Background: an optimization exercise with open tools, aiming at small area. Do not read the settings as production practice.
Function was checked by simulation only, so behaviour that the tests miss may differ from the original.

## design/flow/flow/run.sh

```bash
#!/bin/bash
# Standard ORFS layout with three changes:
#  - after the standard synthesis, flow/polarity.py re-chooses the polarity of
#    the full adders to drop inverters (same function, same registers);
#  - ports are buffered with buf_1 cells;
#  - clock tree synthesis adds no dummy loads (the clock-tree settings are
#    otherwise those of config.mk).
set -euo pipefail
R=orfs/results/$FLOW_PLATFORM/FIR/base
bash standard.sh synth > synth.log 2>&1
python3 flow/polarity.py $R/1_2_yosys.v > polarity.log 2>&1
CTS="-sink_clustering_enable -repair_clock_nets -sink_clustering_size 20 -sink_clustering_max_diameter 60 -buf_list {sky130_fd_sc_hd__clkbuf_4 sky130_fd_sc_hd__clkbuf_8} -dont_use_dummy_load"
bash standard.sh BUFFER_PORTS_ARGS="-buffer_cell sky130_fd_sc_hd__buf_1" CTS_ARGS="$CTS" finish > layout.log 2>&1
```

## design/flow/flow/polarity.py

```python
#!/usr/bin/env python3
"""Re-choose the polarity of full adders in a mapped netlist to remove inverters.

A full adder is self-dual: FA(~a, ~b, ~c) = ~FA(a, b, c) on both outputs.  The
synthesised netlist has inverters between full adders; this script removes every
inverter, picks for each sky130 fa cell whether it computes on true or on
complemented values, and adds back one inverter per signal that still has a load
needing the other polarity.  The function of the netlist is unchanged.
usage: polarity.py netlist.v  (rewritten in place)
"""
import re, sys, random

path = sys.argv[1]
text = open(path).read()
OUTS = {'X', 'Y', 'Q', 'Q_N', 'SUM', 'COUT', 'HI', 'LO'}
inst_re = re.compile(r'^(\s*)(sky130_fd_sc_hd__\w+)\s+(\S+)\s*\((.*?)\);\n', re.S | re.M)
pin_re = re.compile(r'\.(\w+)\(([^()]*)\)')

insts = []
for m in inst_re.finditer(text):
    pins = [(p, n.strip()) for p, n in pin_re.findall(m.group(4))]
    insts.append(dict(span=m.span(), indent=m.group(1), type=m.group(2), name=m.group(3), pins=pins))

def fmt(n):
    return n + ' ' if n.startswith('\\') else n

def is_inv(t):
    return re.match(r'sky130_fd_sc_hd__(clk)?inv_\d+$', t) is not None
def is_fa(t):
    return re.match(r'sky130_fd_sc_hd__fa_\d+$', t) is not None
def is_const(n):
    return re.match(r"^\d+'[bh][01]$", n) is not None

driver = {}
for i, c in enumerate(insts):
    for p, n in c['pins']:
        if p in OUTS:
            driver[n] = (i, p)

# nets used outside instances (assigns, ports) keep their inverters
other = text
for c in reversed(insts):
    other = other[:c['span'][0]] + other[c['span'][1]:]
assign_nets = set()
for m in re.finditer(r'assign\s+(.*?);', other, re.S):
    for tok in re.findall(r'\\\S+|[A-Za-z_][\w$]*(?:\[\d+\])?', m.group(1)):
        assign_nets.add(tok)
outports = set()
for m in re.finditer(r'^\s*output\s+(?:\[(\d+):(\d+)\]\s*)?(\S+)\s*;', other, re.M):
    if m.group(1):
        for k in range(int(m.group(2)), int(m.group(1)) + 1):
            outports.add(f'{m.group(3)}[{k}]')
    else:
        outports.add(m.group(3))

# removable inverters: output net not an assign/port net
removable = set()
for i, c in enumerate(insts):
    if is_inv(c['type']):
        y = dict(c['pins'])['Y']
        if y not in assign_nets and y not in outports:
            removable.add(i)

def root(n):
    par = 0
    seen = 0
    while n in driver and driver[n][0] in removable:
        a = dict(insts[driver[n][0]]['pins'])['A']
        n = a; par ^= 1; seen += 1
        if seen > 100: raise SystemExit('inverter loop')
    return n, par

fa_ids = [i for i, c in enumerate(insts) if is_fa(c['type'])]
fa_index = {i: k for k, i in enumerate(fa_ids)}
# loads: (inst, pin, source, parity)
loads = {}
for i, c in enumerate(insts):
    if i in removable:
        continue
    for p, n in c['pins']:
        if p in OUTS or n == '':
            continue
        s, par = root(n)
        loads.setdefault(s, []).append((i, p, par))
src_fa = {}
for s in loads:
    if s in driver and driver[s][0] in fa_index:
        src_fa[s] = driver[s][0]

def need(s, L, pol):
    pd = pol.get(src_fa.get(s), 0)
    return L[2] ^ pol.get(L[0], 0) ^ pd

def cost_of(s, pol):
    if is_const(s):
        return 0
    return 1 if any(need(s, L, pol) for L in loads[s]) else 0

touch = {}
for s, Ls in loads.items():
    ids = set(L[0] for L in Ls if L[0] in fa_index)
    if s in src_fa:
        ids.add(src_fa[s])
    for i in ids:
        touch.setdefault(i, []).append(s)

def total(pol):
    return sum(cost_of(s, pol) for s in loads)

best = None
rng = random.Random(1)
for trial in range(20):
    pol = {i: (rng.random() < 0.5 if trial else 0) for i in fa_ids}
    improved = True
    while improved:
        improved = False
        order = fa_ids[:]
        rng.shuffle(order)
        for i in order:
            before = sum(cost_of(s, pol) for s in touch.get(i, []))
            pol[i] ^= 1
            after = sum(cost_of(s, pol) for s in touch.get(i, []))
            if after < before:
                improved = True
            else:
                pol[i] ^= 1
    t = total(pol)
    if best is None or t < best[0]:
        best = (t, dict(pol))
ninv_before = sum(1 for i in removable)
pol = best[1]

# rewrite
newpins = {}
new_insts = []
new_wires = []
invnet = {}
k = 0
for s, Ls in loads.items():
    for L in Ls:
        i, p, par = L
        if need(s, L, pol):
            if is_const(s):
                net = s[:-1] + ('0' if s[-1] == '1' else '1')
            else:
                if s not in invnet:
                    k += 1
                    invnet[s] = f'polinv_n{k}'
                    new_wires.append(invnet[s])
                    new_insts.append(f'  sky130_fd_sc_hd__inv_1 polinv_{k} (\n    .A({fmt(s)}),\n    .Y({invnet[s]})\n  );\n')
                net = invnet[s]
        else:
            net = s
        newpins[(i, p)] = net

out = []
pos = 0
for i, c in enumerate(insts):
    a, b = c['span']
    out.append(text[pos:a])
    pos = b
    if i in removable:
        continue
    pins = []
    for p, n in c['pins']:
        n2 = newpins.get((i, p), n)
        pins.append(f'    .{p}({fmt(n2)})')
    out.append(f"{c['indent']}{c['type']} {c['name']} (\n" + ',\n'.join(pins) + '\n  );\n')
tail = text[pos:]
m = tail.rfind('endmodule')
out.append(tail[:m] + ''.join(new_insts) + tail[m:])
res = ''.join(out)
decl = ''.join(f'  wire {w};\n' for w in new_wires)
res = re.sub(r'(\n\s*(?:wire|input|output)\b)', '\n' + decl.rstrip('\n') + r'\1', res, count=1) if decl else res
open(path, 'w').write(res)
print(f'polarity: inverters {ninv_before} removed, {k} added; fa flipped {sum(pol.values())} of {len(fa_ids)}')
```

## design/flow/standard.sh

```bash
#!/bin/bash
# synth_recipe.tcl (not shown) runs the flow's synth.tcl, then flattens the netlist and writes it again
# the make line also repeats each setting of config.mk as NAME=value (left out here)
make -C /OpenROAD-flow-scripts/flow DESIGN_CONFIG=/design/flow/config.mk WORK_HOME=/design/flow/orfs CLKGATE_MAP_FILE= SYNTH_SCRIPT=/design/flow/synth_recipe.tcl "${@:-finish}"
```

## design/flow/config.mk

```make
export PLATFORM = sky130hd
export DESIGN_NAME = FIR
export DESIGN_NICKNAME = FIR
export VERILOG_FILES = /design/flow/design.v
export SDC_FILE = /design/flow/constraint.sdc
export NUM_CORES = 4
export LEC_CHECK = 0
export CAP_MARGIN = 20
export CORE_MARGIN = 2
export CORE_UTILIZATION = 45
export CTS_BUF_LIST = sky130_fd_sc_hd__clkbuf_4 sky130_fd_sc_hd__clkbuf_8
export CTS_CLUSTER_DIAMETER = 60
export CTS_CLUSTER_SIZE = 20
export HOLD_SLACK_MARGIN = 0
export SLEW_MARGIN = 20
```

## design/flow/constraint.sdc

```tcl
create_clock -name core_clock -period 12.0 [get_ports {clk}]
set_input_delay 2.4000 -clock core_clock [delete_from_list [all_inputs] [get_ports {clk}]]
set_output_delay 2.4000 -clock core_clock [all_outputs]
set_load 0.01 [all_outputs]
```

## design/flow/design.v

```verilog
module FIR(
    input rst,
    input clk,
    input en,
    input signed [15:0] din,
    output reg signed [15:0] dout
    );
    reg        enable_id;
    reg [1:0]  counter_r;    
    reg [4:0]  index;        
    reg [4:0]  ptap;         
    reg [4:0]  live;         
    reg        pend;         
    reg [15:0] buffer;
    reg [15:0] ring [0:27];
    reg [31:0] acc;
    wire shift = (counter_r == 2'd1) || (index == 5'd28);
    wire wr    = (shift && ptap == 5'd27) || (pend && ptap == 5'd0);
    wire [15:0] dp = wr ? buffer : ring[1];
    wire        use_p  = enable_id && index != 5'd28 && ptap < live;
    wire [15:0] x      = use_p ? dp : 16'd0;
    wire [31:0] acc_in = (enable_id && index != 5'd0) ? acc : 32'd0;
    wire [3:0] cidx = (ptap > 5'd13) ? (5'd27 - ptap) : ptap[3:0];
    reg [24:0] bc;
    always @(*) begin
        case (cidx)
            4'd0: bc = 25'h0004911;
            4'd1: bc = 25'h0000908;
            4'd2: bc = 25'h0009294;
            4'd3: bc = 25'h0015220;
            4'd4: bc = 25'h0000428;
            4'd5: bc = 25'h0091244;
            4'd6: bc = 25'h0088234;
            4'd7: bc = 25'h0014414;
            4'd8: bc = 25'h0024a88;
            4'd9: bc = 25'h008ca82;
            4'd10: bc = 25'h1112024;
            4'd11: bc = 25'h008d031;
            4'd12: bc = 25'h0140851;
            default: bc = 25'h0408080;
        endcase
    end
    wire [18:0] x1 = {{3{x[15]}}, x};
    wire [18:0] x2 = {{2{x[15]}}, x, 1'b0};
    wire [18:0] x3 = x1 + x2;
    wire [18:0] x4 = {x[15], x, 2'b0};
    wire [18:0] pp0 = ((bc[0] ? x1 : 19'd0) | (bc[1] ? x2 : 19'd0)
                      | (bc[2] ? x3 : 19'd0) | (bc[3] ? x4 : 19'd0)) ^ {19{bc[4]}};
    wire [18:0] pp1 = ((bc[5] ? x1 : 19'd0) | (bc[6] ? x2 : 19'd0)
                      | (bc[7] ? x3 : 19'd0) | (bc[8] ? x4 : 19'd0)) ^ {19{bc[9]}};
    wire [18:0] pp2 = ((bc[10] ? x1 : 19'd0) | (bc[11] ? x2 : 19'd0)
                      | (bc[12] ? x3 : 19'd0) | (bc[13] ? x4 : 19'd0)) ^ {19{bc[14]}};
    wire [18:0] pp3 = ((bc[15] ? x1 : 19'd0) | (bc[16] ? x2 : 19'd0)
                      | (bc[17] ? x3 : 19'd0) | (bc[18] ? x4 : 19'd0)) ^ {19{bc[19]}};
    wire [18:0] pp4 = ((bc[20] ? x1 : 19'd0) | (bc[21] ? x2 : 19'd0)
                      | (bc[22] ? x3 : 19'd0) | (bc[23] ? x4 : 19'd0)) ^ {19{bc[24]}};
    wire [31:0] sum;
    wire cs_1, cs_2, cs_3, cs_4, cs_5, cs_6, cs_7, cs_8, cs_9, cs_10, cs_11, cs_12, cs_13, cs_14, cs_15, cs_16, cs_17, cs_18, cs_19, cs_20, cs_21, cs_22, cs_23, cs_24, cs_25, cs_26, cs_27, cs_28, cs_29, cs_30, cs_31, cs_32, cs_33, cs_34, cs_35, cs_36, cs_37, cs_38, cs_39, cs_40, cs_41, cs_42, cs_43, cs_44, cs_45, cs_46, cs_47, cs_48, cs_49, cs_50, cs_51, cs_52, cs_53, cs_54, cs_55, cs_56, cs_57, cs_58, cs_59, cs_60, cs_61, cs_62, cs_63, cs_64, cs_65, cs_66, cs_67, cs_68, cs_69, cs_70, cs_71, cs_72, cs_73, cs_74, cs_75, cs_76, cs_77, cs_78, cs_79, cs_80, cs_81, cs_82, cs_83, cs_84, cs_85, cs_86, cs_87, cs_88, cs_89, cs_90, cs_91, cs_92, cs_93, cs_94, cs_95, cs_96, cs_97, cs_98, cs_99, cs_100, cs_101, cs_102, cs_103, cs_104, cs_105, cs_106, cs_107, cs_108, cs_109, cs_110, cs_111, cs_112, cs_113, cs_114, cs_115, cs_116, cs_117, cs_118, cs_119, cs_120, cs_121, cs_122, cs_123, cs_124, cs_125, cs_126, cs_127, cs_128, cs_129, cs_130, cs_131, cs_132, cs_133, cs_134, cs_135, cs_136, cs_137, cs_138, cs_139, cs_140, cs_141, cs_142, cs_143, cs_144, cs_145, cs_146, cs_147, cs_148, cs_149, cs_150, cs_151, cs_152, cs_153, cs_154, cs_155, cs_156, cs_157, cs_158, cs_159, cs_160, cs_161, cs_162, cs_163, cs_164, cs_165, cs_166, cs_167, cs_168, cs_169, cs_170, cs_171, cs_172, cs_173, cs_174, cs_175, cs_176, cs_177, cs_178, cs_179, cs_180, cs_181, cs_182, cs_183, cs_184, cs_185, cs_186, cs_187, cs_188, cs_189, cs_190, cs_191, cs_192, cs_193, cs_194, cs_195, cs_196, cs_197, cs_198, cs_199, cs_200, cs_201, cs_202, cs_203, cs_204, cs_205, cs_206, cs_207, cs_208;
    assign cs_1 = acc_in[0] ^ pp0[0] ^ bc[4];
    assign cs_2 = (acc_in[0] & pp0[0]) | (acc_in[0] & bc[4]) | (pp0[0] & bc[4]);
    assign cs_3 = acc_in[3] ^ pp0[3] ^ pp1[0];
    assign cs_4 = (acc_in[3] & pp0[3]) | (acc_in[3] & pp1[0]) | (pp0[3] & pp1[0]);
    assign cs_5 = acc_in[4] ^ pp0[4] ^ pp1[1];
    assign cs_6 = (acc_in[4] & pp0[4]) | (acc_in[4] & pp1[1]) | (pp0[4] & pp1[1]);
    assign cs_7 = acc_in[5] ^ pp0[5] ^ pp1[2];
    assign cs_8 = (acc_in[5] & pp0[5]) | (acc_in[5] & pp1[2]) | (pp0[5] & pp1[2]);
    assign cs_9 = acc_in[6] ^ pp0[6] ^ pp1[3];
    assign cs_10 = (acc_in[6] & pp0[6]) | (acc_in[6] & pp1[3]) | (pp0[6] & pp1[3]);
    assign cs_11 = acc_in[7] ^ pp0[7] ^ pp1[4];
    assign cs_12 = (acc_in[7] & pp0[7]) | (acc_in[7] & pp1[4]) | (pp0[7] & pp1[4]);
    assign cs_13 = acc_in[8] ^ pp0[8] ^ pp1[5];
    assign cs_14 = (acc_in[8] & pp0[8]) | (acc_in[8] & pp1[5]) | (pp0[8] & pp1[5]);
    assign cs_15 = acc_in[9] ^ pp0[9] ^ pp1[6];
    assign cs_16 = (acc_in[9] & pp0[9]) | (acc_in[9] & pp1[6]) | (pp0[9] & pp1[6]);
    assign cs_17 = pp2[3] ^ pp3[0] ^ bc[19];
    assign cs_18 = (pp2[3] & pp3[0]) | (pp2[3] & bc[19]) | (pp3[0] & bc[19]);
    assign cs_19 = acc_in[10] ^ pp0[10] ^ pp1[7];
    assign cs_20 = (acc_in[10] & pp0[10]) | (acc_in[10] & pp1[7]) | (pp0[10] & pp1[7]);
    assign cs_21 = acc_in[11] ^ pp0[11] ^ pp1[8];
    assign cs_22 = (acc_in[11] & pp0[11]) | (acc_in[11] & pp1[8]) | (pp0[11] & pp1[8]);
    assign cs_23 = acc_in[12] ^ pp0[12] ^ pp1[9];
    assign cs_24 = (acc_in[12] & pp0[12]) | (acc_in[12] & pp1[9]) | (pp0[12] & pp1[9]);
    assign cs_25 = pp2[6] ^ pp3[3] ^ pp4[0];
    assign cs_26 = (pp2[6] & pp3[3]) | (pp2[6] & pp4[0]) | (pp3[3] & pp4[0]);
    assign cs_27 = acc_in[13] ^ pp0[13] ^ pp1[10];
    assign cs_28 = (acc_in[13] & pp0[13]) | (acc_in[13] & pp1[10]) | (pp0[13] & pp1[10]);
    assign cs_29 = pp2[7] ^ pp3[4] ^ pp4[1];
    assign cs_30 = (pp2[7] & pp3[4]) | (pp2[7] & pp4[1]) | (pp3[4] & pp4[1]);
    assign cs_31 = acc_in[14] ^ pp0[14] ^ pp1[11];
    assign cs_32 = (acc_in[14] & pp0[14]) | (acc_in[14] & pp1[11]) | (pp0[14] & pp1[11]);
    assign cs_33 = pp2[8] ^ pp3[5] ^ pp4[2];
    assign cs_34 = (pp2[8] & pp3[5]) | (pp2[8] & pp4[2]) | (pp3[5] & pp4[2]);
    assign cs_35 = acc_in[15] ^ pp0[15] ^ pp1[12];
    assign cs_36 = (acc_in[15] & pp0[15]) | (acc_in[15] & pp1[12]) | (pp0[15] & pp1[12]);
    assign cs_37 = pp2[9] ^ pp3[6] ^ pp4[3];
    assign cs_38 = (pp2[9] & pp3[6]) | (pp2[9] & pp4[3]) | (pp3[6] & pp4[3]);
    assign cs_39 = acc_in[16] ^ pp0[16] ^ pp1[13];
    assign cs_40 = (acc_in[16] & pp0[16]) | (acc_in[16] & pp1[13]) | (pp0[16] & pp1[13]);
    assign cs_41 = pp2[10] ^ pp3[7] ^ pp4[4];
    assign cs_42 = (pp2[10] & pp3[7]) | (pp2[10] & pp4[4]) | (pp3[7] & pp4[4]);
    assign cs_43 = acc_in[17] ^ pp0[17] ^ pp1[14];
    assign cs_44 = (acc_in[17] & pp0[17]) | (acc_in[17] & pp1[14]) | (pp0[17] & pp1[14]);
    assign cs_45 = pp2[11] ^ pp3[8] ^ pp4[5];
    assign cs_46 = (pp2[11] & pp3[8]) | (pp2[11] & pp4[5]) | (pp3[8] & pp4[5]);
    assign cs_47 = acc_in[18] ^ ~pp0[18] ^ pp1[15];
    assign cs_48 = (acc_in[18] & ~pp0[18]) | (acc_in[18] & pp1[15]) | (~pp0[18] & pp1[15]);
    assign cs_49 = pp2[12] ^ pp3[9] ^ pp4[6];
    assign cs_50 = (pp2[12] & pp3[9]) | (pp2[12] & pp4[6]) | (pp3[9] & pp4[6]);
    assign cs_51 = acc_in[19] ^ pp1[16] ^ pp2[13];
    assign cs_52 = (acc_in[19] & pp1[16]) | (acc_in[19] & pp2[13]) | (pp1[16] & pp2[13]);
    assign cs_53 = pp3[10] ^ pp4[7] ^ 1'b1;
    assign cs_54 = (pp3[10] & pp4[7]) | (pp3[10] & 1'b1) | (pp4[7] & 1'b1);
    assign cs_55 = acc_in[20] ^ pp1[17] ^ pp2[14];
    assign cs_56 = (acc_in[20] & pp1[17]) | (acc_in[20] & pp2[14]) | (pp1[17] & pp2[14]);
    assign cs_57 = pp3[11] ^ pp4[8] ^ 1'b1;
    assign cs_58 = (pp3[11] & pp4[8]) | (pp3[11] & 1'b1) | (pp4[8] & 1'b1);
    assign cs_59 = acc_in[21] ^ ~pp1[18] ^ pp2[15];
    assign cs_60 = (acc_in[21] & ~pp1[18]) | (acc_in[21] & pp2[15]) | (~pp1[18] & pp2[15]);
    assign cs_61 = acc_in[22] ^ pp2[16] ^ pp3[13];
    assign cs_62 = (acc_in[22] & pp2[16]) | (acc_in[22] & pp3[13]) | (pp2[16] & pp3[13]);
    assign cs_63 = acc_in[23] ^ pp2[17] ^ pp3[14];
    assign cs_64 = (acc_in[23] & pp2[17]) | (acc_in[23] & pp3[14]) | (pp2[17] & pp3[14]);
    assign cs_65 = acc_in[24] ^ ~pp2[18] ^ pp3[15];
    assign cs_66 = (acc_in[24] & ~pp2[18]) | (acc_in[24] & pp3[15]) | (~pp2[18] & pp3[15]);
    assign cs_67 = acc_in[25] ^ pp3[16] ^ pp4[13];
    assign cs_68 = (acc_in[25] & pp3[16]) | (acc_in[25] & pp4[13]) | (pp3[16] & pp4[13]);
    assign cs_69 = acc_in[26] ^ pp3[17] ^ pp4[14];
    assign cs_70 = (acc_in[26] & pp3[17]) | (acc_in[26] & pp4[14]) | (pp3[17] & pp4[14]);
    assign cs_71 = acc_in[27] ^ ~pp3[18] ^ pp4[15];
    assign cs_72 = (acc_in[27] & ~pp3[18]) | (acc_in[27] & pp4[15]) | (~pp3[18] & pp4[15]);
    assign cs_73 = acc_in[28] ^ pp4[16] ^ 1'b1;
    assign cs_74 = (acc_in[28] & pp4[16]) | (acc_in[28] & 1'b1) | (pp4[16] & 1'b1);
    assign cs_75 = acc_in[29] ^ pp4[17] ^ 1'b1;
    assign cs_76 = (acc_in[29] & pp4[17]) | (acc_in[29] & 1'b1) | (pp4[17] & 1'b1);
    assign cs_77 = cs_2 ^ acc_in[1] ^ pp0[1];
    assign cs_78 = (cs_2 & acc_in[1]) | (cs_2 & pp0[1]) | (acc_in[1] & pp0[1]);
    assign cs_79 = cs_8 ^ cs_9 ^ pp2[0];
    assign cs_80 = (cs_8 & cs_9) | (cs_8 & pp2[0]) | (cs_9 & pp2[0]);
    assign cs_81 = cs_10 ^ cs_11 ^ pp2[1];
    assign cs_82 = (cs_10 & cs_11) | (cs_10 & pp2[1]) | (cs_11 & pp2[1]);
    assign cs_83 = cs_12 ^ cs_13 ^ pp2[2];
    assign cs_84 = (cs_12 & cs_13) | (cs_12 & pp2[2]) | (cs_13 & pp2[2]);
    assign cs_85 = cs_14 ^ cs_15 ^ cs_17;
    assign cs_86 = (cs_14 & cs_15) | (cs_14 & cs_17) | (cs_15 & cs_17);
    assign cs_87 = cs_16 ^ cs_18 ^ cs_19;
    assign cs_88 = (cs_16 & cs_18) | (cs_16 & cs_19) | (cs_18 & cs_19);
    assign cs_89 = cs_20 ^ cs_21 ^ pp2[5];
    assign cs_90 = (cs_20 & cs_21) | (cs_20 & pp2[5]) | (cs_21 & pp2[5]);
    assign cs_91 = cs_22 ^ cs_23 ^ cs_25;
    assign cs_92 = (cs_22 & cs_23) | (cs_22 & cs_25) | (cs_23 & cs_25);
    assign cs_93 = cs_24 ^ cs_26 ^ cs_27;
    assign cs_94 = (cs_24 & cs_26) | (cs_24 & cs_27) | (cs_26 & cs_27);
    assign cs_95 = cs_28 ^ cs_30 ^ cs_31;
    assign cs_96 = (cs_28 & cs_30) | (cs_28 & cs_31) | (cs_30 & cs_31);
    assign cs_97 = cs_32 ^ cs_34 ^ cs_35;
    assign cs_98 = (cs_32 & cs_34) | (cs_32 & cs_35) | (cs_34 & cs_35);
    assign cs_99 = cs_36 ^ cs_38 ^ cs_39;
    assign cs_100 = (cs_36 & cs_38) | (cs_36 & cs_39) | (cs_38 & cs_39);
    assign cs_101 = cs_40 ^ cs_42 ^ cs_43;
    assign cs_102 = (cs_40 & cs_42) | (cs_40 & cs_43) | (cs_42 & cs_43);
    assign cs_103 = cs_44 ^ cs_46 ^ cs_47;
    assign cs_104 = (cs_44 & cs_46) | (cs_44 & cs_47) | (cs_46 & cs_47);
    assign cs_105 = cs_48 ^ cs_50 ^ cs_51;
    assign cs_106 = (cs_48 & cs_50) | (cs_48 & cs_51) | (cs_50 & cs_51);
    assign cs_107 = cs_52 ^ cs_54 ^ cs_55;
    assign cs_108 = (cs_52 & cs_54) | (cs_52 & cs_55) | (cs_54 & cs_55);
    assign cs_109 = cs_56 ^ cs_58 ^ cs_59;
    assign cs_110 = (cs_56 & cs_58) | (cs_56 & cs_59) | (cs_58 & cs_59);
    assign cs_111 = cs_60 ^ cs_61 ^ pp4[10];
    assign cs_112 = (cs_60 & cs_61) | (cs_60 & pp4[10]) | (cs_61 & pp4[10]);
    assign cs_113 = cs_62 ^ cs_63 ^ pp4[11];
    assign cs_114 = (cs_62 & cs_63) | (cs_62 & pp4[11]) | (cs_63 & pp4[11]);
    assign cs_115 = cs_64 ^ cs_65 ^ pp4[12];
    assign cs_116 = (cs_64 & cs_65) | (cs_64 & pp4[12]) | (cs_65 & pp4[12]);
    assign cs_117 = cs_66 ^ cs_67 ^ 1'b1;
    assign cs_118 = (cs_66 & cs_67) | (cs_66 & 1'b1) | (cs_67 & 1'b1);
    assign cs_119 = cs_68 ^ cs_69 ^ 1'b1;
    assign cs_120 = (cs_68 & cs_69) | (cs_68 & 1'b1) | (cs_69 & 1'b1);
    assign cs_121 = cs_76 ^ acc_in[30] ^ ~pp4[18];
    assign cs_122 = (cs_76 & acc_in[30]) | (cs_76 & ~pp4[18]) | (acc_in[30] & ~pp4[18]);
    assign cs_123 = cs_78 ^ acc_in[2] ^ pp0[2];
    assign cs_124 = (cs_78 & acc_in[2]) | (cs_78 & pp0[2]) | (acc_in[2] & pp0[2]);
    assign cs_125 = cs_86 ^ cs_87 ^ pp2[4];
    assign cs_126 = (cs_86 & cs_87) | (cs_86 & pp2[4]) | (cs_87 & pp2[4]);
    assign cs_127 = cs_88 ^ cs_89 ^ pp3[2];
    assign cs_128 = (cs_88 & cs_89) | (cs_88 & pp3[2]) | (cs_89 & pp3[2]);
    assign cs_129 = cs_90 ^ cs_91 ^ bc[24];
    assign cs_130 = (cs_90 & cs_91) | (cs_90 & bc[24]) | (cs_91 & bc[24]);
    assign cs_131 = cs_92 ^ cs_93 ^ cs_29;
    assign cs_132 = (cs_92 & cs_93) | (cs_92 & cs_29) | (cs_93 & cs_29);
    assign cs_133 = cs_94 ^ cs_95 ^ cs_33;
    assign cs_134 = (cs_94 & cs_95) | (cs_94 & cs_33) | (cs_95 & cs_33);
    assign cs_135 = cs_96 ^ cs_97 ^ cs_37;
    assign cs_136 = (cs_96 & cs_97) | (cs_96 & cs_37) | (cs_97 & cs_37);
    assign cs_137 = cs_98 ^ cs_99 ^ cs_41;
    assign cs_138 = (cs_98 & cs_99) | (cs_98 & cs_41) | (cs_99 & cs_41);
    assign cs_139 = cs_100 ^ cs_101 ^ cs_45;
    assign cs_140 = (cs_100 & cs_101) | (cs_100 & cs_45) | (cs_101 & cs_45);
    assign cs_141 = cs_102 ^ cs_103 ^ cs_49;
    assign cs_142 = (cs_102 & cs_103) | (cs_102 & cs_49) | (cs_103 & cs_49);
    assign cs_143 = cs_104 ^ cs_105 ^ cs_53;
    assign cs_144 = (cs_104 & cs_105) | (cs_104 & cs_53) | (cs_105 & cs_53);
    assign cs_145 = cs_106 ^ cs_107 ^ cs_57;
    assign cs_146 = (cs_106 & cs_107) | (cs_106 & cs_57) | (cs_107 & cs_57);
    assign cs_147 = cs_108 ^ cs_109 ^ pp3[12];
    assign cs_148 = (cs_108 & cs_109) | (cs_108 & pp3[12]) | (cs_109 & pp3[12]);
    assign cs_149 = cs_110 ^ cs_111 ^ 1'b1;
    assign cs_150 = (cs_110 & cs_111) | (cs_110 & 1'b1) | (cs_111 & 1'b1);
    assign cs_151 = cs_112 ^ cs_113 ^ 1'b1;
    assign cs_152 = (cs_112 & cs_113) | (cs_112 & 1'b1) | (cs_113 & 1'b1);
    assign cs_153 = cs_120 ^ cs_70 ^ cs_71;
    assign cs_154 = (cs_120 & cs_70) | (cs_120 & cs_71) | (cs_70 & cs_71);
    assign cs_155 = cs_122 ^ acc_in[31] ^ 1'b1;
    assign cs_156 = (cs_122 & acc_in[31]) | (cs_122 & 1'b1) | (acc_in[31] & 1'b1);
    assign cs_157 = cs_124 ^ cs_3 ^ bc[9];
    assign cs_158 = (cs_124 & cs_3) | (cs_124 & bc[9]) | (cs_3 & bc[9]);
    assign cs_159 = cs_140 ^ cs_141 ^ 1'b1;
    assign cs_160 = (cs_140 & cs_141) | (cs_140 & 1'b1) | (cs_141 & 1'b1);
    assign cs_161 = cs_146 ^ cs_147 ^ pp4[9];
    assign cs_162 = (cs_146 & cs_147) | (cs_146 & pp4[9]) | (cs_147 & pp4[9]);
    assign cs_163 = cs_152 ^ cs_114 ^ cs_115;
    assign cs_164 = (cs_152 & cs_114) | (cs_152 & cs_115) | (cs_114 & cs_115);
    assign cs_165 = cs_154 ^ cs_72 ^ cs_73;
    assign cs_166 = (cs_154 & cs_72) | (cs_154 & cs_73) | (cs_72 & cs_73);
    assign cs_167 = cs_158 ^ cs_4 ^ cs_5;
    assign cs_168 = (cs_158 & cs_4) | (cs_158 & cs_5) | (cs_4 & cs_5);
    assign cs_169 = cs_160 ^ cs_142 ^ cs_143;
    assign cs_170 = (cs_160 & cs_142) | (cs_160 & cs_143) | (cs_142 & cs_143);
    assign cs_171 = cs_162 ^ cs_148 ^ cs_149;
    assign cs_172 = (cs_162 & cs_148) | (cs_162 & cs_149) | (cs_148 & cs_149);
    assign cs_173 = cs_164 ^ cs_116 ^ cs_117;
    assign cs_174 = (cs_164 & cs_116) | (cs_164 & cs_117) | (cs_116 & cs_117);
    assign cs_175 = cs_166 ^ cs_74 ^ cs_75;
    assign cs_176 = (cs_166 & cs_74) | (cs_166 & cs_75) | (cs_74 & cs_75);
    assign cs_177 = cs_168 ^ cs_6 ^ cs_7;
    assign cs_178 = (cs_168 & cs_6) | (cs_168 & cs_7) | (cs_6 & cs_7);
    assign cs_179 = cs_170 ^ cs_144 ^ cs_145;
    assign cs_180 = (cs_170 & cs_144) | (cs_170 & cs_145) | (cs_144 & cs_145);
    assign cs_181 = cs_172 ^ cs_150 ^ cs_151;
    assign cs_182 = (cs_172 & cs_150) | (cs_172 & cs_151) | (cs_150 & cs_151);
    assign cs_183 = cs_174 ^ cs_118 ^ cs_119;
    assign cs_184 = (cs_174 & cs_118) | (cs_174 & cs_119) | (cs_118 & cs_119);
    assign cs_185 = cs_178 ^ cs_79 ^ bc[14];
    assign cs_186 = (cs_178 & cs_79) | (cs_178 & bc[14]) | (cs_79 & bc[14]);
    assign cs_187 = cs_186 ^ cs_80 ^ cs_81;
    assign cs_188 = (cs_186 & cs_80) | (cs_186 & cs_81) | (cs_80 & cs_81);
    assign cs_189 = cs_188 ^ cs_82 ^ cs_83;
    assign cs_190 = (cs_188 & cs_82) | (cs_188 & cs_83) | (cs_82 & cs_83);
    assign cs_191 = cs_190 ^ cs_84 ^ cs_85;
    assign cs_192 = (cs_190 & cs_84) | (cs_190 & cs_85) | (cs_84 & cs_85);
    assign cs_193 = cs_192 ^ cs_125 ^ pp3[1];
    assign cs_194 = (cs_192 & cs_125) | (cs_192 & pp3[1]) | (cs_125 & pp3[1]);
    assign cs_195 = cs_194 ^ cs_126 ^ cs_127;
    assign cs_196 = (cs_194 & cs_126) | (cs_194 & cs_127) | (cs_126 & cs_127);
    assign cs_197 = cs_196 ^ cs_128 ^ cs_129;
    assign cs_198 = (cs_196 & cs_128) | (cs_196 & cs_129) | (cs_128 & cs_129);
    assign cs_199 = cs_198 ^ cs_130 ^ cs_131;
    assign cs_200 = (cs_198 & cs_130) | (cs_198 & cs_131) | (cs_130 & cs_131);
    assign cs_201 = cs_200 ^ cs_132 ^ cs_133;
    assign cs_202 = (cs_200 & cs_132) | (cs_200 & cs_133) | (cs_132 & cs_133);
    assign cs_203 = cs_202 ^ cs_134 ^ cs_135;
    assign cs_204 = (cs_202 & cs_134) | (cs_202 & cs_135) | (cs_134 & cs_135);
    assign cs_205 = cs_204 ^ cs_136 ^ cs_137;
    assign cs_206 = (cs_204 & cs_136) | (cs_204 & cs_137) | (cs_136 & cs_137);
    assign cs_207 = cs_206 ^ cs_138 ^ cs_139;
    assign cs_208 = (cs_206 & cs_138) | (cs_206 & cs_139) | (cs_138 & cs_139);
    wire [31:0] csa_a = {cs_155, cs_176, cs_175, cs_165, cs_184, cs_183, cs_173, cs_182, cs_181, cs_171, cs_180, cs_179, cs_169, cs_208, cs_207, cs_205, cs_203, cs_201, cs_199, cs_197, cs_195, cs_193, cs_191, cs_189, cs_187, cs_185, cs_177, cs_167, cs_157, cs_123, cs_77, cs_1};
    wire [31:0] csa_b = {1'b0, cs_121, 1'b0, 1'b0, cs_153, 1'b0, 1'b0, cs_163, 1'b0, 1'b0, cs_161, 1'b0, 1'b0, cs_159, 1'b0, 1'b0, 1'b0, 1'b0, 1'b0, 1'b0, 1'b0, 1'b0, 1'b0, 1'b0, 1'b0, 1'b0, 1'b0, 1'b0, 1'b0, 1'b0, 1'b0, 1'b0};
    assign sum = csa_a + csa_b;
    integer i;
    always @(posedge clk) begin
        ring[0] <= dp;
        for (i = 1; i < 27; i = i + 1)
            ring[i] <= ring[i+1];
        ring[27] <= ring[0];
        if (en && (wr || (!pend && !shift)))
            buffer <= din;
        acc <= sum;
    end
    always @(posedge clk or posedge rst) begin
        if (rst) begin
            enable_id <= 1'b0;
            counter_r <= 2'd0;
            index     <= 5'd0;
            ptap      <= 5'd27;
            live      <= 5'd0;
            pend      <= 1'b0;
        end else begin
            enable_id <= en;
            if (en && counter_r != 2'd2)
                counter_r <= counter_r + 2'd1;
            if (index == 5'd28)
                index <= 5'd0;
            else if (enable_id)
                index <= index + 5'd1;
            else
                index <= 5'd0;
            if (counter_r == 2'd0)
                ptap <= 5'd27;
            else if (!shift)
                ptap <= (ptap == 5'd0) ? 5'd27 : ptap - 5'd1;
            if (shift && live != 5'd28)
                live <= live + 5'd1;
            if (shift)
                pend <= !wr;
            else if (wr)
                pend <= 1'b0;
        end
    end
    always @(posedge clk) begin
        if (!rst && index == 5'd0)
            dout <= {acc[31], acc[29:15]};
    end
endmodule
```

==> qor.csv, run 1 <==
stage,metric,value,unit
critical_path,max_stage_delay,630,ps
timing,min_period,11430,ps
floorplanning,die_h,205,µm
clock_network,clkTransAtPathRegs,110,ps
critical_path,critPathMostFrequentCell,fa_1,
timing,fin_skew,91.5,ps
clock_network,clk_latency,600,ps
timing,hold_viol_final,0,
synthesis,yosysWarnings,2,
clock_network,cts_max_path_buffers,3,
clock_network,hold_buffers,0,
timing,grt_setup_unrepaired,false,
job,cap_violations,0,
clock_network,htreeDepth,2,
global_routing,antenna_found_initial,0,
floorplanning,ios,35,
final_layout,syn_to_final_growth,8.27,%
synthesis,netlist_area,0.0181,mm²
final_layout,antenna_cells,0,
floorplanning,die_w,205,µm
detailed_routing,detail_route.wl_per_cell,17.3,µm
detailed_routing,drt-total-wl,34700,µm
critical_path,worst_path_max_delay_cell,dfstp_2,
clock_network,numCtsBuffers,37,
critical_path,crit_fanout,15,
worst_hold_path,hp-class,flip-flop to flip-flop,
timing,fmax,0.0875,GHz
clock_network,cts_tree,done,
outcome,status,"complete, no violations",
synthesis,synth_fp_nets,1586,
timing,finalCritPeriodShare,95.2,%
global_routing,grt_overflow,0,
detailed_routing,drt-pass1-iter-count,8,
critical_path,worstSetupPathType,flip-flop to flip-flop,
timing,setup_ws,571,ps
critical_path,required,12440,ps
detailed_routing,antenna_left,0,
timing,setup_viol,0,
clock_network,clock-sinks,531,
timing,slew_violations,0,
placed_design,dp_slack,308,ps
critical_path,r2r_cells,40,
timing,tns,0,ps
global_routing,grt_max_degree,34,
synthesis,avgSynthCellArea,12.8,µm²
global_routing,grt_pass1_vias,10300,
clock_network,cts_root_buffer,clkbuf_8,
detailed_routing,vias,10200,
detailed_routing,drcViolationCount,0,
global_routing,grtUsageTotal,17.1,%
floorplanning,die-area,0.0419,mm²
timing,worst_pin_slew,943,ps
placed_design,gp_congestion,0.865,
worst_hold_path,holdPathStages,0,
critical_path,cp-end-kind,flip-flop,
final_layout,final_nets,1651,
critical_path,arrival,11870,ps
floorplanning,fp.coreArea,0.0397,mm²
synthesis,synth_cells,1420,
timing,max_slew_margin,36.6,%
detailed_routing,detail_route.vias_per_cell,5.08,
critical_path,critPathLaunchType,flip-flop,
detailed_routing,dr.first_iter.drc_count,789,
placed_design,portBuffers,34,
floorplanning,start_util,45.6,%
floorplanning,row_count,73,
global_routing,grt_pass1_wl,55600,µm
final_layout,drive_above_1_share,8.29,%
placed_design,dp_hpwl,24000,µm
flip-flops by register name, summed over array words and instances (netlist names), 2 cells and up:
signal and cells:
ptap 5, acc 32, ring 448, counter_r 2, index 5, live 5
dout 16, buffer 16
placed cells by master, fill, tap and decap left out, types with 5 or more instances in the layout:
| cell | n |
|---|---|
| dfxtp_1 | 480 |
| fa_1 | 92 |
| nand2_1 | 90 |
| inv_1 | 85 |
| ha_1 | 55 |
| xor2_1 | 53 |
| xnor2_1 | 52 |
| buf_4 | 52 |
| nor2_1 | 48 |
| o21ai_0 | 37 |
| clkbuf_8 | 37 |
| a21oi_1 | 36 |
| buf_1 | 34 |
| edfxtp_1 | 32 |
| a222oi_1 | 29 |
| a22oi_1 | 27 |
| and2_1 | 21 |
| nand3_1 | 19 |
| mux2i_1 | 19 |
| a221oi_1 | 15 |
| dfrtp_1 | 15 |
| a22o_1 | 12 |
| nor3_1 | 11 |
| o211ai_1 | 11 |
| a21o_1 | 10 |
| o21a_1 | 10 |
| a31oi_1 | 7 |
| and3_1 | 7 |
| o21ai_1 | 6 |
| nand2b_1 | 5 |
cell type report:
type	instances	area (µm²)
flip-flops and latches	531	11100
clock buffers	37	509
multi-input cells	740	6520
inverters	85	319
well taps	525	657
repair buffers	90	561
fillers	3526	20100
final timing paths:
check                             from      endpoint  slack (ps)
max                            ptap[3]       acc[31]         570
min                        ring[11][9]   ring[10][9]         270
max reg2reg                    ptap[3]       acc[31]         570
min reg2reg                ring[11][9]   ring[10][9]         270
max in group asynchronous          rst  counter_r[0]        9520
min in group asynchronous          rst       live[0]        1980
per-layer routing:
metal | share of wire [%] | vias up | track usage, %
met4 | 3.7 | 0 | 7.63
met3 | 6.4 | 83 | 3.99
met5 | 0 | - | 0
met2 | 43 | 303 | 25.7
li1 | - | 4869 | -
met1 | 47 | 4950 | 23.6
critical path, delay by kind of cell (launching register included):
family          cells  cell delay [ps]
flops               1              630
buf+inv             5              650
fa+ha+maj          19             6990
simple gates        5              850
compound gates      9             1910
xor+xnor            2              270
repair_timing:
action	in CTS	in global routing
endpoints found under the setup margin	0	5
resized for setup	0	11
buffers inserted	0	10
per-stage QoR:
step | instance area, µm² | std cells | utilization [%] | hold WS (ps)
final | 19600 | 2008 | 49.4 | 269
after global routing | 19600 | 2008 | 49.4 | 268
after CTS | 19500 | 1998 | 49.1 | 271
after detailed placement | 19000 | 1961 | 47.8 | 312
after global placement | 19000 | 1961 | 47.8 | 310
after floorplan | 18100 | 1420 | - | 310
==> run 2, diff against run 1 <==
==> design/flow/flow/run.sh (replaced) <==
#!/bin/bash
# Standard ORFS layout with four changes:
#  - after the standard synthesis, flow/polarity.py re-chooses the polarity of
#    the full adders to drop inverters (same function, same registers);
#  - ports are buffered with buf_1 cells;
#  - clock tree synthesis adds no dummy loads;
#  - after synthesis the resizer may not use the large buffers (buf_4 and up,
#    clkbuf_4 and clkbuf_16), on top of the platform's don't-use cells.
set -euo pipefail
R=orfs/results/$FLOW_PLATFORM/FIR/base
bash standard.sh synth > synth.log 2>&1
python3 flow/polarity.py $R/1_2_yosys.v > polarity.log 2>&1
CTS="-sink_clustering_enable -repair_clock_nets -sink_clustering_size 20 -sink_clustering_max_diameter 60 -buf_list {sky130_fd_sc_hd__clkbuf_8} -dont_use_dummy_load"
DU="sky130_fd_sc_hd__probe_p_8 sky130_fd_sc_hd__probec_p_8 sky130_fd_sc_hd__lpflow_bleeder_1 sky130_fd_sc_hd__lpflow_clkbufkapwr_1 sky130_fd_sc_hd__lpflow_clkbufkapwr_16 sky130_fd_sc_hd__lpflow_clkbufkapwr_2 sky130_fd_sc_hd__lpflow_clkbufkapwr_4 sky130_fd_sc_hd__lpflow_clkbufkapwr_8 sky130_fd_sc_hd__lpflow_clkinvkapwr_1 sky130_fd_sc_hd__lpflow_clkinvkapwr_16 sky130_fd_sc_hd__lpflow_clkinvkapwr_2 sky130_fd_sc_hd__lpflow_clkinvkapwr_4 sky130_fd_sc_hd__lpflow_clkinvkapwr_8 sky130_fd_sc_hd__lpflow_decapkapwr_12 sky130_fd_sc_hd__lpflow_decapkapwr_3 sky130_fd_sc_hd__lpflow_decapkapwr_4 sky130_fd_sc_hd__lpflow_decapkapwr_6 sky130_fd_sc_hd__lpflow_decapkapwr_8 sky130_fd_sc_hd__lpflow_inputiso0n_1 sky130_fd_sc_hd__lpflow_inputiso0p_1 sky130_fd_sc_hd__lpflow_inputiso1n_1 sky130_fd_sc_hd__lpflow_inputiso1p_1 sky130_fd_sc_hd__lpflow_inputisolatch_1 sky130_fd_sc_hd__lpflow_isobufsrc_1 sky130_fd_sc_hd__lpflow_isobufsrc_16 sky130_fd_sc_hd__lpflow_isobufsrc_2 sky130_fd_sc_hd__lpflow_isobufsrc_4 sky130_fd_sc_hd__lpflow_isobufsrc_8 sky130_fd_sc_hd__lpflow_isobufsrckapwr_16 sky130_fd_sc_hd__lpflow_lsbuf_lh_hl_isowell_tap_1 sky130_fd_sc_hd__lpflow_lsbuf_lh_hl_isowell_tap_2 sky130_fd_sc_hd__lpflow_lsbuf_lh_hl_isowell_tap_4 sky130_fd_sc_hd__lpflow_lsbuf_lh_isowell_4 sky130_fd_sc_hd__lpflow_lsbuf_lh_isowell_tap_1 sky130_fd_sc_hd__lpflow_lsbuf_lh_isowell_tap_2 sky130_fd_sc_hd__lpflow_lsbuf_lh_isowell_tap_4 sky130_fd_sc_hd__buf_4 sky130_fd_sc_hd__buf_6 sky130_fd_sc_hd__buf_8 sky130_fd_sc_hd__buf_12 sky130_fd_sc_hd__buf_16 sky130_fd_sc_hd__clkbuf_4 sky130_fd_sc_hd__clkbuf_16"
bash standard.sh BUFFER_PORTS_ARGS="-buffer_cell sky130_fd_sc_hd__buf_1" CTS_ARGS="$CTS" DONT_USE_CELLS="$DU" finish > layout.log 2>&1
--- a/design/flow/config.mk
+++ b/design/flow/config.mk
@@ -9,3 +9,3 @@
 export CORE_MARGIN = 2
-export CORE_UTILIZATION = 45
+export CORE_UTILIZATION = 50
 export CTS_BUF_LIST = sky130_fd_sc_hd__clkbuf_4 sky130_fd_sc_hd__clkbuf_8
==> run 2 against run 1 <==
  * Still clean
  * Clock-buffer cell count did not move
  * Flip-flop and latch count stayed put
  * Via count shrank 0.61%
  * Fmax fell by 0.25%
  * Synthesized cell count unchanged
  * Die area down 9.8%
  * Largest cell class unchanged
==> qor.csv, run 2 <==
stage,metric,value,unit
worst_hold_path,hp-class,flip-flop to flip-flop,
outcome,status,"complete, no violations",
floorplanning,row_count,69,
timing,slew_violations,0,
global_routing,antenna_found_initial,0,
critical_path,required,12440,ps
clock_network,clkTransAtPathRegs,100,ps
floorplanning,ios,35,
clock_network,clk_latency,600,ps
critical_path,worstSetupPathType,flip-flop to flip-flop,
critical_path,cp-end-kind,flip-flop,
placed_design,portBuffers,34,
final_layout,syn_to_final_growth,8.16,%
synthesis,yosysWarnings,2,
floorplanning,die_h,194,µm
detailed_routing,antenna_left,0,
timing,setup_viol,0,
critical_path,r2r_setup_slack,540,ps
global_routing,grt_max_degree,28,
final_layout,antenna_cells,0,
final_layout,drive_above_1_share,4.99,%
critical_path,critPathMostFrequentCell,fa_1,
floorplanning,die_w,194,µm
placed_design,dp_hpwl,24300,µm
clock_network,cts_max_path_buffers,3,
placed_design,gp_congestion,0.880,
critical_path,worst_path_max_delay_cell,fa_1,
placed_design,dp_slack,344,ps
critical_path,arrival,11900,ps
critical_path,crit_fanout,8,
global_routing,gr-usage-met3,3.35,%
detailed_routing,detail_route.vias_per_cell,5.22,
global_routing,use_met1,27.3,%
floorplanning,die-area,0.0378,mm²
critical_path,r2r_cells,39,
worst_hold_path,holdPathStages,0,
clock_network,htreeDepth,2,
detailed_routing,vias,10100,
global_routing,grtUsageTotal,18.7,%
job,cap_violations,0,
timing,finalCritPeriodShare,95.5,%
detailed_routing,drcViolationCount,0,
floorplanning,start_util,50.8,%
global_routing,grt_pass1_wl,56100,µm
detailed_routing,drt-pass1-iter-count,22,
global_routing,grt_overflow,0,
final_layout,layout_commonest_cell,dfxtp_1,
clock_network,cts_tree,done,
floorplanning,fp.coreArea,0.0357,mm²
timing,min_period,11460,ps
timing,setup_ws,542,ps
synthesis,synth_cells,1420,
final_layout,reg.largest.list,"ring: 448 flops, acc: 32 flops",
global_routing,grt-busiest-layer,met2,
clock_network,cts_root_buffer,clkbuf_8,
final_layout,regMostFlops,ring,
timing,max_slew_margin,25.2,%
synthesis,avgSynthCellArea,12.8,µm²
timing,fmax,0.0873,GHz
timing,fin_skew,80.4,ps
final_layout,final_cell_mix,"480 x dfxtp_1, 92 x fa_1, 90 x nand2_1",
synthesis,netlist_area,0.0181,mm²
clock_network,hold_buffers,0,
clock_network,numCtsBuffers,37,
clock_network,clock-sinks,531,
detailed_routing,dr.first_iter.drc_count,961,
final_layout,largest_reg_flops,448,
critical_path,critPathLaunchType,flip-flop,
final_layout,final_nets,1651,
detailed_routing,detail_route.wl_per_cell,17.6,µm
synthesis,synth_fp_nets,1586,
detailed_routing,drt-total-wl,34200,µm
final_layout,fillerInstances,2981,
timing,worst_pin_slew,1120,ps
timing,hold_viol_final,0,
global_routing,met2_usage,28.0,%
global_routing,grt_pass1_vias,10200,
critical_path,max_stage_delay,490,ps
-- run 2: path summary, 6_finish.rpt --
kind                        startpoint     endpoint
setup / recovery               ptap[2]      acc[30]
hold / removal             ring[15][6]  ring[14][6]
setup reg to reg               ptap[2]      acc[30]
hold reg to reg            ring[15][6]  ring[14][6]
max in group asynchronous          rst     index[3]
min in group asynchronous          rst      live[3]
-- run 2: cell type report --
cell class	count	area (µm²)	share of cell area (%)
timing repair buffer	90	609	3.11
inverter	85	319	1.63
sequential	531	11100	56.4
tap	461	577	2.94
multi-input combinational	740	6530	33.3
clock buffer	37	509	2.60
-- run 2: worst max-delay path, delay by kind of cell, from the launching register on --
family	cells	cell delay (ps)
fa+ha+maj	21	7770
compound gates	5	1440
simple gates	6	620
xor+xnor	3	510
flops	1	470
mux	1	290
buf+inv	3	280
-- run 2: repair_timing --
action                                  4_1_cts  5_1_grt
setup buffers                                 0        4
endpoints found under the setup margin        0        4
gates resized for setup                       0       14
-- run 2: per-stage QoR --
stage / cells / utilization [%] / instance area, µm² / hold slack [ps] / setup TNS [ps]
finish: 1944 / 55.0 / 19600 / 293 / 0
floorplan: 1420 / - / 18100 / 310 / 0
CTS: 1940 / 54.8 / 19500 / 295 / 0
detailed placement: 1903 / 53.3 / 19000 / 312 / 0
global route: 1944 / 55.0 / 19600 / 295 / -26.5
global placement: 1903 / 53.3 / 19000 / 310 / 0
-- run 2: layer usage --
layer / routed length, µm / vias to the layer above
met5: 0 / -
met4: 986 / 0
met3: 1930 / 65
met2: 14600 / 314
met1: 16600 / 4895
li1: - / 4869

-- static timing again, ports no longer ideal --
The results above use ideal ports. As a check the final layouts listed here were re-extracted and re-timed, cells and wires unchanged. Step 1, drivers: a clkbuf_16 drives clk and a buf_2 each remaining input, both assumed. Step 2 moves the port delays by t, midway between the first and last clock arrival at a register: inputs arrive t later, outputs are due t later. That takes back most of the time a late clock gives input paths. Slacks: ideal ports / drivers / drivers and shift; pairs: ideal ports / drivers.
run | t, ns | setup slack, ns | hold slack, ns | worst register clock-pin slew, ns
run 1 | 0.609 | 0.571 / 0.571 / 0.571 | 0.269 / 0.269 / 0.269 | 0.11 / 0.11
run 2 | 0.605 | 0.542 / 0.542 / 0.542 | 0.293 / 0.293 / 0.293 | 0.11 / 0.11
After both steps every run listed still meets setup and hold.
